This design comes from an exercise in tuning for small area and a short achievable clock period on the open sky130 flow, not from production work.
In this exercise RTL edits were held to simulation tests only and were not proved equivalent to the original.
Power is estimated from default activity; no workload was simulated.

== job 6265 ==
// MIPS
module MIPS (
	input clk,     
	input rst,
	input [31:0] instr,
	input [31:0] read_mem_data,
	output [31:0] pc,
	output [31:0] data_mem_addr,
	output Mem_Write,
	output [31:0] write_mem_data
);
wire [5:0] op    = instr[31:26];
wire [4:0] rs    = instr[25:21];
wire [4:0] rt    = instr[20:16];
wire [4:0] rd    = instr[15:11];
wire [31:0] imm  = {{16{instr[15]}}, instr[15:0]};
wire is_r    = (op == 6'b000000);
wire is_addi = (op == 6'b001000);
wire is_lw   = (op == 6'b100011);
wire is_sw   = (op == 6'b101011);
wire is_beq  = (op == 6'b000100);
wire is_j    = (op == 6'b000010);
wire [31:0] RD1, RD2;
wire        we    = is_r | is_addi | is_lw;
wire [4:0]  waddr = is_r ? rd : rt;
wire [31:0] wdata;
register_file regs (
	.clk(clk), .rst(rst), .WE3(we), .A1(rs), .A2(rt), .A3(waddr),
	.RD1(RD1), .RD2(RD2), .WD3(wdata)
);
wire [31:0] addr_sum = RD1 + imm;
wire [31:0] alu_out;
wire        eq;
ALU alu (.A(RD1), .B(RD2), .funct(instr[5:0]), .op_beq(is_beq), .C(alu_out), .eq(eq));
assign wdata = is_lw ? read_mem_data : (is_r ? alu_out : addr_sum);
assign data_mem_addr  = addr_sum;
assign write_mem_data = RD2;
assign Mem_Write      = is_sw;
reg  [29:0] pcw;
wire [29:0] pc4w   = pcw + 30'd1;
wire [30:0] br_sum = {pcw, 1'b1} + {imm[29:0], 1'b1};
wire [29:0] brw    = br_sum[30:1];
wire [29:0] pc_next = is_j ? {pc4w[29:26], instr[25:0]} :
                      (is_beq & eq) ? brw : pc4w;
always @(posedge clk or posedge rst)
	if (rst) pcw <= 30'd0;
	else     pcw <= pc_next;
assign pc = {pcw, 2'b00};
endmodule
For scale: roughly 4,100 cells after synthesis, ~1,100 flip-flops, about 160 I/O pins, roughly 52,000 sq um of cells after synthesis.
Settings: LEC_CHECK=0, CAP_MARGIN=20, CORE_MARGIN=2, CORE_UTILIZATION=60, CTS_BUF_LIST=sky130_fd_sc_hd__clkbuf_16, CTS_CLUSTER_DIAMETER=80, CTS_CLUSTER_SIZE=24, PLACE_DENSITY=0.7, SETUP_SLACK_MARGIN=3.6, SLEW_MARGIN=20, TNS_END_PERCENT=5; clock period 12.5 ns.
standard.sh (not shown) runs the stock make flow with config.mk's settings and CLKGATE_MAP_FILE= SYNTH_SCRIPT=/design/flow/synth_recipe.tcl, a recipe that flattens the netlist after the stock synthesis.
==> flow/flow/run.sh <==
#!/bin/bash
set -euo pipefail
here=$(pwd)
rm -rf "$here/scripts_abc"
cp -r "$FLOW_HOME/scripts" "$here/scripts_abc"
cp "$here/flow/abc_speed.script" "$here/scripts_abc/abc_speed.script"
bash standard.sh SCRIPTS_DIR="$here/scripts_abc" synth > "$here/synth_make.log" 2>&1
bash standard.sh "BUFFER_PORTS_ARGS=-buffer_cell sky130_fd_sc_hd__buf_2" finish > "$here/layout_make.log" 2>&1
==> flow/flow/abc_speed.script <==
strash
map -D 3500
topo
stime -c
buffer -c
upsize -c
dnsize -c
strash
&get -n
&nf -p -C 32
&put
upsize -c
dnsize -c
Every stage of the flow completed for job 6265, and the final layout passed the timing, DRC and antenna checks.
#### Input delta (job 6192 over job 6265)
Settings: CTS_CLUSTER_DIAMETER no longer set, was 80; CTS_CLUSTER_SIZE no longer set, was 24; CTS_BUF_LIST now sky130_fd_sc_hd__clkbuf_8, was sky130_fd_sc_hd__clkbuf_16.
--- outcome ---
- Job 6192 went all the way through the flow, and no timing, DRC or antenna check failed.
- Going from job 6265 to job 6192, peak supply drop grows by about 18%.
- Filler-free cell count of the finished design in job 6192 is 3.8% above job 6265.
- In job 6192, global-route usage is higher than in job 6265.
- Final cell area: job 6192 above job 6265
For job 4469, these inputs were changed with respect to job 6192:
Settings: TNS_END_PERCENT: 5 -> 10; SETUP_SLACK_MARGIN: 3.6 -> 3.45; PLACE_DENSITY: 0.7 -> 0.65; CTS_BUF_LIST: sky130_fd_sc_hd__clkbuf_8 -> sky130_fd_sc_hd__clkbuf_16; CTS_CLUSTER_DIAMETER: unset -> 80; CTS_CLUSTER_SIZE: unset -> 24; CORE_UTILIZATION: 60 -> 55.
Job 4469 against job 6192: non-clock buffer contribution to total cell area now larger, largest fanout on the critical path went down 11%.
Compared with job 6192, routed wire length in job 4469 increased slightly.
The critical path startpoint comes out instr[25] in one run and instr[20] in the other, namely in job 4469 and job 6192 respectively.
Slowest cell on the critical path = sky130_fd_sc_hd__nor4_4: job 4469; slowest cell on the critical path = sky130_fd_sc_hd__nor4_2: job 6192
Job 4469 ends up with a maximum vdd ir drop that is 0.021 mV higher than in job 6192.

-- static timing again, ports no longer ideal --
How much do the figures lean on ideal ports? The routed layouts below were timed once more, with nothing changed but the port constraints.
Step 1 (the two cells are an assumption about what drives the block):
set clk [get_ports {clk}]
set_driving_cell -lib_cell sky130_fd_sc_hd__clkbuf_16 $clk
set_driving_cell -lib_cell sky130_fd_sc_hd__buf_2 [delete_from_list [all_inputs] $clk]
Step 2 also shifts input and output timing later by t, the mid clock arrival at the registers, as if the neighbouring blocks saw the same clock.
a / b / c = no drivers / after step 1 / after step 2; a / b = the first two.
run | shift t [ns] | setup slack, ns | worst setup path after step 2
job 6265 | 0.748 | 3.542 / 3.459 / 2.992 | input to register
job 6192 | 0.905 | 3.500 / 3.481 / 2.643 | input to register
job 4469 | 0.723 | 3.279 / 3.195 / 2.692 | input to register
After both steps setup and hold are still met in every run listed. The setup slack of job 6192, which loses most, moves by -0.019 ns with the drivers and by -0.857 ns with both steps.
